Context: an optimization exercise on an open-source flow, tuned for small area, a short achievable clock period and few clock cycles. The choices shown serve that exercise and are no tape-out recipe.
In this exercise RTL edits were held to simulation tests only and were not proved equivalent to the original.
Power is estimated from default activity; no workload was simulated.

$ cat flow/config.mk
export PLATFORM = sky130hd
export DESIGN_NAME = md5
export DESIGN_NICKNAME = md5
export VERILOG_FILES = /design/flow/design.v
export SDC_FILE = /design/flow/constraint.sdc
export NUM_CORES = 4
export LEC_CHECK = 0
export CAP_MARGIN = 40
export CORE_MARGIN = 2
export CORE_UTILIZATION = 14
export PLACE_DENSITY = 0.25
export SLEW_MARGIN = 30
$ cat flow/constraint.sdc
create_clock -name core_clock -period 16.0 [get_ports {clk}]
set_input_delay 3.2000 -clock core_clock [delete_from_list [all_inputs] [get_ports {clk}]]
set_output_delay 3.2000 -clock core_clock [all_outputs]
set_load 0.01 [all_outputs]
$ cat flow/design.v
module md5(
    input clk,
    input reset_n,
    input done,
    input [63:0] pwd,
    output [127:0] hash_pwd,
    output en
);
reg [63:0] passwd;
integer i;
reg [31:0] f;
reg [31:0] w;
reg [31:0] a;
reg [31:0] b;
reg [31:0] c;
reg [31:0] d;
reg [31:0] tmp;
assign en = (i == 66);
assign hash_pwd = {a, b, c, d};
always@(posedge clk)begin
    if(~reset_n)begin
        i = 0;
    end
    else if(!done)
        i <= 0;
    else if(done) begin
        case(i)
             0:begin   a = 32'h67452301; b = 32'hefcdab89; c = 32'h98badcfe; d = 32'h10325476;
                      f = (b & c) | ((~b) & d);   w = a + f + 32'hd76aa478 + pwd[63:32];  tmp = d; d = c; c = b; b = b + ((w <<  7) | (w >> 25)); a = tmp; i = i + 1; end
             1:begin  f = (b & c) | ((~b) & d);   w = a + f + 32'he8c7b756 + pwd[31:0];   tmp = d; d = c; c = b; b = b + ((w << 12) | (w >> 20)); a = tmp; i = i + 1; end
             2:begin  f = (b & c) | ((~b) & d);   w = a + f + 32'h242070db + 32'h80;      tmp = d; d = c; c = b; b = b + ((w << 17) | (w >> 15)); a = tmp; i = i + 1; end
             3:begin  f = (b & c) | ((~b) & d);   w = a + f + 32'hc1bdceee;               tmp = d; d = c; c = b; b = b + ((w << 22) | (w >> 10)); a = tmp; i = i + 1; end
             4:begin  f = (b & c) | ((~b) & d);   w = a + f + 32'hf57c0faf;               tmp = d; d = c; c = b; b = b + ((w <<  7) | (w >> 25)); a = tmp; i = i + 1; end
             5:begin  f = (b & c) | ((~b) & d);   w = a + f + 32'h4787c62a;               tmp = d; d = c; c = b; b = b + ((w << 12) | (w >> 20)); a = tmp; i = i + 1; end
             6:begin  f = (b & c) | ((~b) & d);   w = a + f + 32'ha8304613;               tmp = d; d = c; c = b; b = b + ((w << 17) | (w >> 15)); a = tmp; i = i + 1; end
             7:begin  f = (b & c) | ((~b) & d);   w = a + f + 32'hfd469501;               tmp = d; d = c; c = b; b = b + ((w << 22) | (w >> 10)); a = tmp; i = i + 1; end
             8:begin  f = (b & c) | ((~b) & d);   w = a + f + 32'h698098d8;               tmp = d; d = c; c = b; b = b + ((w <<  7) | (w >> 25)); a = tmp; i = i + 1; end
             9:begin  f = (b & c) | ((~b) & d);   w = a + f + 32'h8b44f7af;               tmp = d; d = c; c = b; b = b + ((w << 12) | (w >> 20)); a = tmp; i = i + 1; end
            10:begin  f = (b & c) | ((~b) & d);   w = a + f + 32'hffff5bb1;               tmp = d; d = c; c = b; b = b + ((w << 17) | (w >> 15)); a = tmp; i = i + 1; end
            11:begin  f = (b & c) | ((~b) & d);   w = a + f + 32'h895cd7be;               tmp = d; d = c; c = b; b = b + ((w << 22) | (w >> 10)); a = tmp; i = i + 1; end
            12:begin  f = (b & c) | ((~b) & d);   w = a + f + 32'h6b901122;               tmp = d; d = c; c = b; b = b + ((w <<  7) | (w >> 25)); a = tmp; i = i + 1; end
            13:begin  f = (b & c) | ((~b) & d);   w = a + f + 32'hfd987193;               tmp = d; d = c; c = b; b = b + ((w << 12) | (w >> 20)); a = tmp; i = i + 1; end
            14:begin  f = (b & c) | ((~b) & d);   w = a + f + 32'ha679438e + 32'h40;      tmp = d; d = c; c = b; b = b + ((w << 17) | (w >> 15)); a = tmp; i = i + 1; end
            15:begin  f = (b & c) | ((~b) & d);   w = a + f + 32'h49b40821;               tmp = d; d = c; c = b; b = b + ((w << 22) | (w >> 10)); a = tmp; i = i + 1; end 
            16:begin  f = (d & b) | ((~d) & c);  w = a + f + 32'hf61e2562 + pwd[31:0];    tmp = d; d = c; c = b; b = b + ((w <<  5) | (w >> 27)); a = tmp; i = i + 1; end  
            17:begin  f = (d & b) | ((~d) & c);  w = a + f + 32'hc040b340;                tmp = d; d = c; c = b; b = b + ((w <<  9) | (w >> 23)); a = tmp; i = i + 1; end  
            18:begin  f = (d & b) | ((~d) & c);  w = a + f + 32'h265e5a51;                tmp = d; d = c; c = b; b = b + ((w << 14) | (w >> 18)); a = tmp; i = i + 1; end  
            19:begin  f = (d & b) | ((~d) & c);  w = a + f + 32'he9b6c7aa + pwd[63:32];   tmp = d; d = c; c = b; b = b + ((w << 20) | (w >> 12)); a = tmp; i = i + 1; end  
            20:begin  f = (d & b) | ((~d) & c);  w = a + f + 32'hd62f105d;                tmp = d; d = c; c = b; b = b + ((w <<  5) | (w >> 27)); a = tmp; i = i + 1; end  
            21:begin  f = (d & b) | ((~d) & c);  w = a + f + 32'h02441453;                tmp = d; d = c; c = b; b = b + ((w <<  9) | (w >> 23)); a = tmp; i = i + 1; end  
            22:begin  f = (d & b) | ((~d) & c);  w = a + f + 32'hd8a1e681;                tmp = d; d = c; c = b; b = b + ((w << 14) | (w >> 18)); a = tmp; i = i + 1; end  
            23:begin  f = (d & b) | ((~d) & c);  w = a + f + 32'he7d3fbc8;                tmp = d; d = c; c = b; b = b + ((w << 20) | (w >> 12)); a = tmp; i = i + 1; end  
            24:begin  f = (d & b) | ((~d) & c);  w = a + f + 32'h21e1cde6;                tmp = d; d = c; c = b; b = b + ((w <<  5) | (w >> 27)); a = tmp; i = i + 1; end  
            25:begin  f = (d & b) | ((~d) & c);  w = a + f + 32'hc33707d6 + 32'h40;       tmp = d; d = c; c = b; b = b + ((w <<  9) | (w >> 23)); a = tmp; i = i + 1; end  
            26:begin  f = (d & b) | ((~d) & c);  w = a + f + 32'hf4d50d87;                tmp = d; d = c; c = b; b = b + ((w << 14) | (w >> 18)); a = tmp; i = i + 1; end  
            27:begin  f = (d & b) | ((~d) & c);  w = a + f + 32'h455a14ed;                tmp = d; d = c; c = b; b = b + ((w << 20) | (w >> 12)); a = tmp; i = i + 1; end  
            28:begin  f = (d & b) | ((~d) & c);  w = a + f + 32'ha9e3e905;                tmp = d; d = c; c = b; b = b + ((w <<  5) | (w >> 27)); a = tmp; i = i + 1; end  
            29:begin  f = (d & b) | ((~d) & c);  w = a + f + 32'hfcefa3f8 + 32'h80;       tmp = d; d = c; c = b; b = b + ((w <<  9) | (w >> 23)); a = tmp; i = i + 1; end  
            30:begin  f = (d & b) | ((~d) & c);  w = a + f + 32'h676f02d9;                tmp = d; d = c; c = b; b = b + ((w << 14) | (w >> 18)); a = tmp; i = i + 1; end  
            31:begin  f = (d & b) | ((~d) & c);  w = a + f + 32'h8d2a4c8a;                tmp = d; d = c; c = b; b = b + ((w << 20) | (w >> 12)); a = tmp; i = i + 1; end  
            32:begin  f = b ^ c ^ d;             w = a + f + 32'hfffa3942;                tmp = d; d = c; c = b; b = b + ((w <<  4) | (w >> 28)); a = tmp; i = i + 1; end  
            33:begin  f = b ^ c ^ d;             w = a + f + 32'h8771f681;                tmp = d; d = c; c = b; b = b + ((w << 11) | (w >> 21)); a = tmp; i = i + 1; end  
            34:begin  f = b ^ c ^ d;             w = a + f + 32'h6d9d6122;                tmp = d; d = c; c = b; b = b + ((w << 16) | (w >> 16)); a = tmp; i = i + 1; end  
            35:begin  f = b ^ c ^ d;             w = a + f + 32'hfde5380c + 32'h40;       tmp = d; d = c; c = b; b = b + ((w << 23) | (w >>  9)); a = tmp; i = i + 1; end  
            36:begin  f = b ^ c ^ d;             w = a + f + 32'ha4beea44 + pwd[31:0];    tmp = d; d = c; c = b; b = b + ((w <<  4) | (w >> 28)); a = tmp; i = i + 1; end  
            37:begin  f = b ^ c ^ d;             w = a + f + 32'h4bdecfa9;                tmp = d; d = c; c = b; b = b + ((w << 11) | (w >> 21)); a = tmp; i = i + 1; end  
            38:begin  f = b ^ c ^ d;             w = a + f + 32'hf6bb4b60;                tmp = d; d = c; c = b; b = b + ((w << 16) | (w >> 16)); a = tmp; i = i + 1; end  
            39:begin  f = b ^ c ^ d;             w = a + f + 32'hbebfbc70;                tmp = d; d = c; c = b; b = b + ((w << 23) | (w >>  9)); a = tmp; i = i + 1; end  
            40:begin  f = b ^ c ^ d;             w = a + f + 32'h289b7ec6;                tmp = d; d = c; c = b; b = b + ((w <<  4) | (w >> 28)); a = tmp; i = i + 1; end  
            41:begin  f = b ^ c ^ d;             w = a + f + 32'heaa127fa + pwd[63:32];   tmp = d; d = c; c = b; b = b + ((w << 11) | (w >> 21)); a = tmp; i = i + 1; end  
            42:begin  f = b ^ c ^ d;             w = a + f + 32'hd4ef3085;                tmp = d; d = c; c = b; b = b + ((w << 16) | (w >> 16)); a = tmp; i = i + 1; end  
            43:begin  f = b ^ c ^ d;             w = a + f + 32'h04881d05;                tmp = d; d = c; c = b; b = b + ((w << 23) | (w >>  9)); a = tmp; i = i + 1; end  
            44:begin  f = b ^ c ^ d;             w = a + f + 32'hd9d4d039;                tmp = d; d = c; c = b; b = b + ((w <<  4) | (w >> 28)); a = tmp; i = i + 1; end  
            45:begin  f = b ^ c ^ d;             w = a + f + 32'he6db99e5;                tmp = d; d = c; c = b; b = b + ((w << 11) | (w >> 21)); a = tmp; i = i + 1; end  
            46:begin  f = b ^ c ^ d;             w = a + f + 32'h1fa27cf8;                tmp = d; d = c; c = b; b = b + ((w << 16) | (w >> 16)); a = tmp; i = i + 1; end  
            47:begin  f = b ^ c ^ d;             w = a + f + 32'hc4ac5665 + 32'h80;       tmp = d; d = c; c = b; b = b + ((w << 23) | (w >>  9)); a = tmp; i = i + 1; end  
            48:begin  f = c ^ (b | (~d));        w = a + f + 32'hf4292244 + pwd[63:32];   tmp = d; d = c; c = b; b = b + ((w <<  6) | (w >> 26)); a = tmp; i = i + 1; end  
            49:begin  f = c ^ (b | (~d));        w = a + f + 32'h432aff97;                tmp = d; d = c; c = b; b = b + ((w << 10) | (w >> 22)); a = tmp; i = i + 1; end  
            50:begin  f = c ^ (b | (~d));        w = a + f + 32'hab9423a7 + 32'h40;       tmp = d; d = c; c = b; b = b + ((w << 15) | (w >> 17)); a = tmp; i = i + 1; end  
            51:begin  f = c ^ (b | (~d));        w = a + f + 32'hfc93a039;                tmp = d; d = c; c = b; b = b + ((w << 21) | (w >> 11)); a = tmp; i = i + 1; end  
            52:begin  f = c ^ (b | (~d));        w = a + f +32'h655b59c3;                 tmp = d; d = c; c = b; b = b + ((w <<  6) | (w >> 26)); a = tmp; i = i + 1; end  
            53:begin  f = c ^ (b | (~d));        w = a + f + 32'h8f0ccc92;                tmp = d; d = c; c = b; b = b + ((w << 10) | (w >> 22)); a = tmp; i = i + 1; end  
            54:begin  f = c ^ (b | (~d));        w = a + f + 32'hffeff47d;                tmp = d; d = c; c = b; b = b + ((w << 15) | (w >> 17)); a = tmp; i = i + 1; end  
            55:begin  f = c ^ (b | (~d));        w = a + f + 32'h85845dd1 + pwd[31:0];    tmp = d; d = c; c = b; b = b + ((w << 21) | (w >> 11)); a = tmp; i = i + 1; end  
            56:begin  f = c ^ (b | (~d));        w = a + f + 32'h6fa87e4f;                tmp = d; d = c; c = b; b = b + ((w <<  6) | (w >> 26)); a = tmp; i = i + 1; end  
            57:begin  f = c ^ (b | (~d));        w = a + f + 32'hfe2ce6e0;                tmp = d; d = c; c = b; b = b + ((w << 10) | (w >> 22)); a = tmp; i = i + 1; end  
            58:begin  f = c ^ (b | (~d));        w = a + f + 32'ha3014314;                tmp = d; d = c; c = b; b = b + ((w << 15) | (w >> 17)); a = tmp; i = i + 1; end  
            59:begin  f = c ^ (b | (~d));        w = a + f + 32'h4e0811a1;                tmp = d; d = c; c = b; b = b + ((w << 21) | (w >> 11)); a = tmp; i = i + 1; end  
            60:begin  f = c ^ (b | (~d));        w = a + f + 32'hf7537e82;                tmp = d; d = c; c = b; b = b + ((w <<  6) | (w >> 26)); a = tmp; i = i + 1; end  
            61:begin  f = c ^ (b | (~d));        w = a + f + 32'hbd3af235;                tmp = d; d = c; c = b; b = b + ((w << 10) | (w >> 22)); a = tmp; i = i + 1; end  
            62:begin  f = c ^ (b | (~d));        w = a + f + 32'h2ad7d2bb + 32'h80;       tmp = d; d = c; c = b; b = b + ((w << 15) | (w >> 17)); a = tmp; i = i + 1; end  
            63:begin  f = c ^ (b | (~d));        w = a + f + 32'heb86d391;                tmp = d; d = c; c = b; b = b + ((w << 21) | (w >> 11)); a = tmp; i = i + 1; end  
            64:begin  a = a + 32'h67452301; b = b + 32'hefcdab89; c = c + 32'h98badcfe; d = d + 32'h10325476; i = i + 1; end 
            65:begin  a = {a[7:0], a[15:8], a[23:16], a[31:24]}; b = {b[7:0],b[15:8], b[23:16], b[31:24]}; c = {c[7:0], c[15:8], c[23:16], c[31:24]}; d = {d[7:0], d[15:8], d[23:16], d[31:24]};i = i + 1;end
            66:begin i = 66; end
        endcase
    end
end
endmodule
$ cat flow/run.sh
#!/bin/bash
# synth_recipe.tcl (not shown) runs the flow's synth.tcl, then flattens the netlist and writes it again
# the make line also repeats each setting of config.mk as NAME=value (left out here)
make -C /OpenROAD-flow-scripts/flow DESIGN_CONFIG=/design/flow/config.mk WORK_HOME=/design/flow/orfs CLKGATE_MAP_FILE= SYNTH_SCRIPT=/design/flow/synth_recipe.tcl finish
==> run notes <==
-- layout make-up --
type                            count  share of cell area (%)
Inverter                          458                    1.81
Timing Repair Buffer             1302                    11.1
Antenna cell                      119                   0.314
Tap cell                         7208                    9.52
Clock inverter                      6                   0.114
Multi-Input combinational cell   9877                    71.8
Sequential cell                   160                    4.73
Clock buffer                       27                   0.679
-- Yosys cell counts (all sizes together) (32+ instances only) --
master,count
o21bai,50
o311ai,49
nor2b,89
o22ai,270
a211o,49
xor2,180
dfxtp,32
a221oi,174
nand3,323
or3,96
a31o,33
a311oi,39
a222oi,64
a22oi,168
o2111ai,125
a21o,195
o32ai,35
edfxtp,128
nor3,363
a221o,78
a31oi,187
nor2,970
or4,33
a21oi,882
a211oi,150
buf,172
nand2,1050
a32oi,32
nand2b,101
xnor2,1108
and3,91
o31ai,89
or2,52
nor4,129
and2,111
mux2i,37
inv,431
ha,627
clkbuf,710
o21a,119
o211ai,139
nand4,123
a2111oi,113
o21ai,848
o221ai,118
-- registers in the layout, indices dropped and copies added, names as in the netlist --
register,cells
a,32
b,32
c,32
d,32
i,32
-- layer usage --
| layer | vias to the layer above | share of wire, % | GRT usage, % |
|---|---|---|---|
| met5 | - | 0.062 | 0 |
| met1 | 56600 | 40 | 38.5 |
| met3 | 2020 | 12 | 13.6 |
| met4 | 88 | 7.7 | 19.5 |
| met2 | 8391 | 41 | 46.7 |
| li1 | 44000 | - | - |
-- placed cells by master (no fill, tap or decap), types with 119 or more instances in the layout --
cell,instances
a211oi_1,143
a21o_1,195
a21oi_1,866
a221oi_1,171
a22oi_1,167
a31oi_1,184
buf_4,959
clkdlybuf4s50_1,194
diode_2,119
edfxtp_1,128
ha_1,627
inv_1,411
nand2_1,1049
nand3_1,321
nand4_1,123
nor2_1,887
nor3_1,345
o2111ai_1,124
o211ai_1,139
o21a_1,119
o21ai_0,788
o22ai_1,268
xnor2_1,1053
xor2_1,157
-- stage by stage --
stage | setup WS (ps) | hold slack [ps] | power, µW
final | 668 | 462 | 28600
after global routing | 386 | 480 | 28600
after CTS | 1150 | 466 | 26800
after detailed placement | 1160 | 446 | 26100
after global placement | -1540 | 445 | 26000
after floorplan | 4920 | 430 | 12600
-- logic make-up (layout without fill, tap and decap cells) --
kind of cell | Yosys count | in the layout | synth area share (%)
compound gates | 4269 | 4269 | 38.4
simple gates | 3610 | 3610 | 22.4
buf+inv | 1340 | 1793 | 6.69
xor+xnor | 1289 | 1289 | 14.9
fa+ha+maj | 639 | 639 | 10.7
flops | 160 | 160 | 5.92
mux | 70 | 70 | 1.01
other cells | 0 | 119 | 0
-- final timing paths --
kind	start	slack, ps	to	cells after the start
setup / recovery	b[5]$_DFFE_PP_	670	b[31]$_DFFE_PP_	46
hold / removal	i[24]$_SDFFE_PN0P_	460	i[24]$_SDFFE_PN0P_	1
setup reg to reg	b[5]$_DFFE_PP_	670	b[31]$_DFFE_PP_	46
hold reg to reg	i[24]$_SDFFE_PN0P_	460	i[24]$_SDFFE_PN0P_	1
-- power by group through the flow --
stage	registers [µW]	logic, µW	clock network (µW)
2_1_floorplan	577	12000	0
3_3_place_gp	605	25300	0
6_report	585	27500	568
4_1_cts	584	25700	592
5_1_grt	586	27400	596
3_5_place_dp	594	25500	0
==> impl_metrics.csv <==
group,metric,value,unit
status,run_status,"finished clean",
drt,detail_route.iter0.violations,17400,
worst_setup_path,critPathArrivalTime,15650,ps
finish,fillerInstances,62600,
sta,finalSetupViolations,0,
synthesis,netlist_area,0.0758,mm²
power_and_ir_drop,leakage,0.0331,µW
synthesis,cell_types_occupying_the_most_area_after_synthesis,"xnor2_1 (13%), ha_1 (10%), a21oi_1 (5.8%)",
synthesis,proportion_of_synthesized_flip_flops_having_asynchronous_set_or_reset,0,%
placed_design,postPlaceCellArea,0.0932,mm²
sta,hold_viol_final,0,
synthesis,largest_area_contributor_in_the_synthesized_netlist,"xnor2_1",
synthesis,ys_ff_latch,160,
drt,drcViolationCount,0,
worst_setup_path,cpLargestDelayFamily,"compound AO/OA/AOI/OAI gates",
sta,timing_worst_slew_pin_value,1120,ps
worst_setup_path,critical-path-slowest-cell,"edfxtp_1",
clock_tree,cts_made_buffers,25,
placed_design,buffer_ports.inserted,195,
drt,ant_nets,0,
clock_tree,post_cts_resized,0,
clock_tree,clkSinkCount,160,
drt,drt-vias-per-instance,5.80,
drt,wl_per_cell,48.1,µm
synthesis,count_of_flip_flops_with_a_built_in_enable_after_synthesis,128,
drt,routed-via-count,111000,
worst_setup_path,timing_worst_setup_path_type,"reg2reg",
grt,grt_usage,31.9,%
synthesis,netlist_instances,11400,
worst_setup_path,cp_data_required_time,16320,ps
grt,gr-total-overflow,0,
floorplan,design.die.area,0.547,mm²
grt,initial_antenna_violation_count,143,
clock_tree,hold_buf_cts,0,
placed_design,dpl.cell_count,18900,
synthesis,ys_seq_area_share,5.92,%
clock_tree,post_cts_buffers,0,
synthesis,post_synth_num_cell_types,110,
sta,clock.fmax,65.2,MHz
finish,final_layout_size_suffix_gt1_share,13.4,%
sta,clock-skew-final,43.2,ps
clock_tree,clock_tree.htree_level_count,4,
clock_tree,ctsLongestPathBuffers,3,
finish,final_cells,19200,
flow_run,max-cap-violations,0,
grt,first_global_vias,101000,
finish,multiInputGateArea,0.0680,mm²
finish,layout-area-overhead-vs-synth,25.1,%
synthesis,synth_nets,12100,
placed_design,place_hpwl,758,mm
worst_setup_path,timing.critical_path.buf_inv,4,
power_and_ir_drop,sequential_fraction_of_design_power,2.0,%
synthesis,yosysTopAreaCellShare,12.8,%
power_and_ir_drop,p_int,8180,µW
sta,relative_slew_slack,24.4,%
finish,layout.area.seq,0.00449,mm²
floorplan,die_y,740,µm
clock_tree,worst_skew_pair.late_latency,560,ps
power_and_ir_drop,netSwitchingPower,20400,µW
grt,grt_first_pass_wirelength,1150,mm
worst_hold_path,worstHoldPathType,"reg2reg",
floorplan,core.rowCount,270,
synthesis,ys.warnings.count,1,
power_and_ir_drop,power.share.clock,2.0,%
worst_setup_path,worst_setup_path_start_kind,"register",
power_and_ir_drop,ir_worst_vdd,0.000123,V
synthesis,syn-mean-instance-area,6.66,µm²
drt,route.final.wire_length,922,mm
floorplan,ios,196,
sta,period_needed,15330,ps
sta,final.setup.tns,0,ps
finish,finish.instance_area,0.0948,mm²
power_and_ir_drop,sw_frac_of_total,71.4,%
synthesis,postSynth.topFlopCell,"edfxtp_1",
power_and_ir_drop,comb_power_share,96.0,%
worst_setup_path,worstSetupEndpointType,"register",
placed_design,finalWeightedCongestion,1.12,
sta,slew_violations,0,
finish,post-route-util,17.6,%
worst_setup_path,crit_path_max_fanout,13,
finish,layout.nets,12500,
floorplan,die_w,740,µm
clock_tree,cts.reportedPaths.clkPinSlew,90,ps
floorplan,initial_core_util,14.0,%
drt,drtPass1Iterations,7,
power_and_ir_drop,power.density_cell_area,302,mW/mm²
sta,final.period_utilization,95.8,%
floorplan,placeableCoreArea,0.540,mm²
sta,setup_repair_after_global_routing_missed_its_margin,"false",
worst_setup_path,max_stage_delay,860,ps
grt,grt_start_max_net_pins,72,
clock_tree,clock_root_cell,"clkbuf_16",
clock_tree,tritoncts,"done",
Testbench counts, summed over its fixed seeds: cycles 26,104.

[re-timing with driven ports]
The results above use ideal ports. As a check the final layout listed here was re-extracted and re-timed, cells and wires unchanged.
Step 1 assumes that a clkbuf_16 drives the clock port and a buf_2 every other input.
Step 2, shift: input delay + t, output delay - t, t = (earliest + latest rising clock arrival at the registers) / 2. This alone moves slack from input paths to output paths.
Slacks: ideal / step 1 / step 2; pairs: ideal / step 1.
t (ns): 0.628
setup WS [ns]: 0.668 / 0.668 / 0.668
worst register clock-pin slew, ns: 0.09 / 0.09
worst slew at a driven data input, ns: 0.17
After both steps this run still meets setup and hold. The setup slack of this run moves by 0.000 ns with the drivers and by 0.000 ns with both steps.
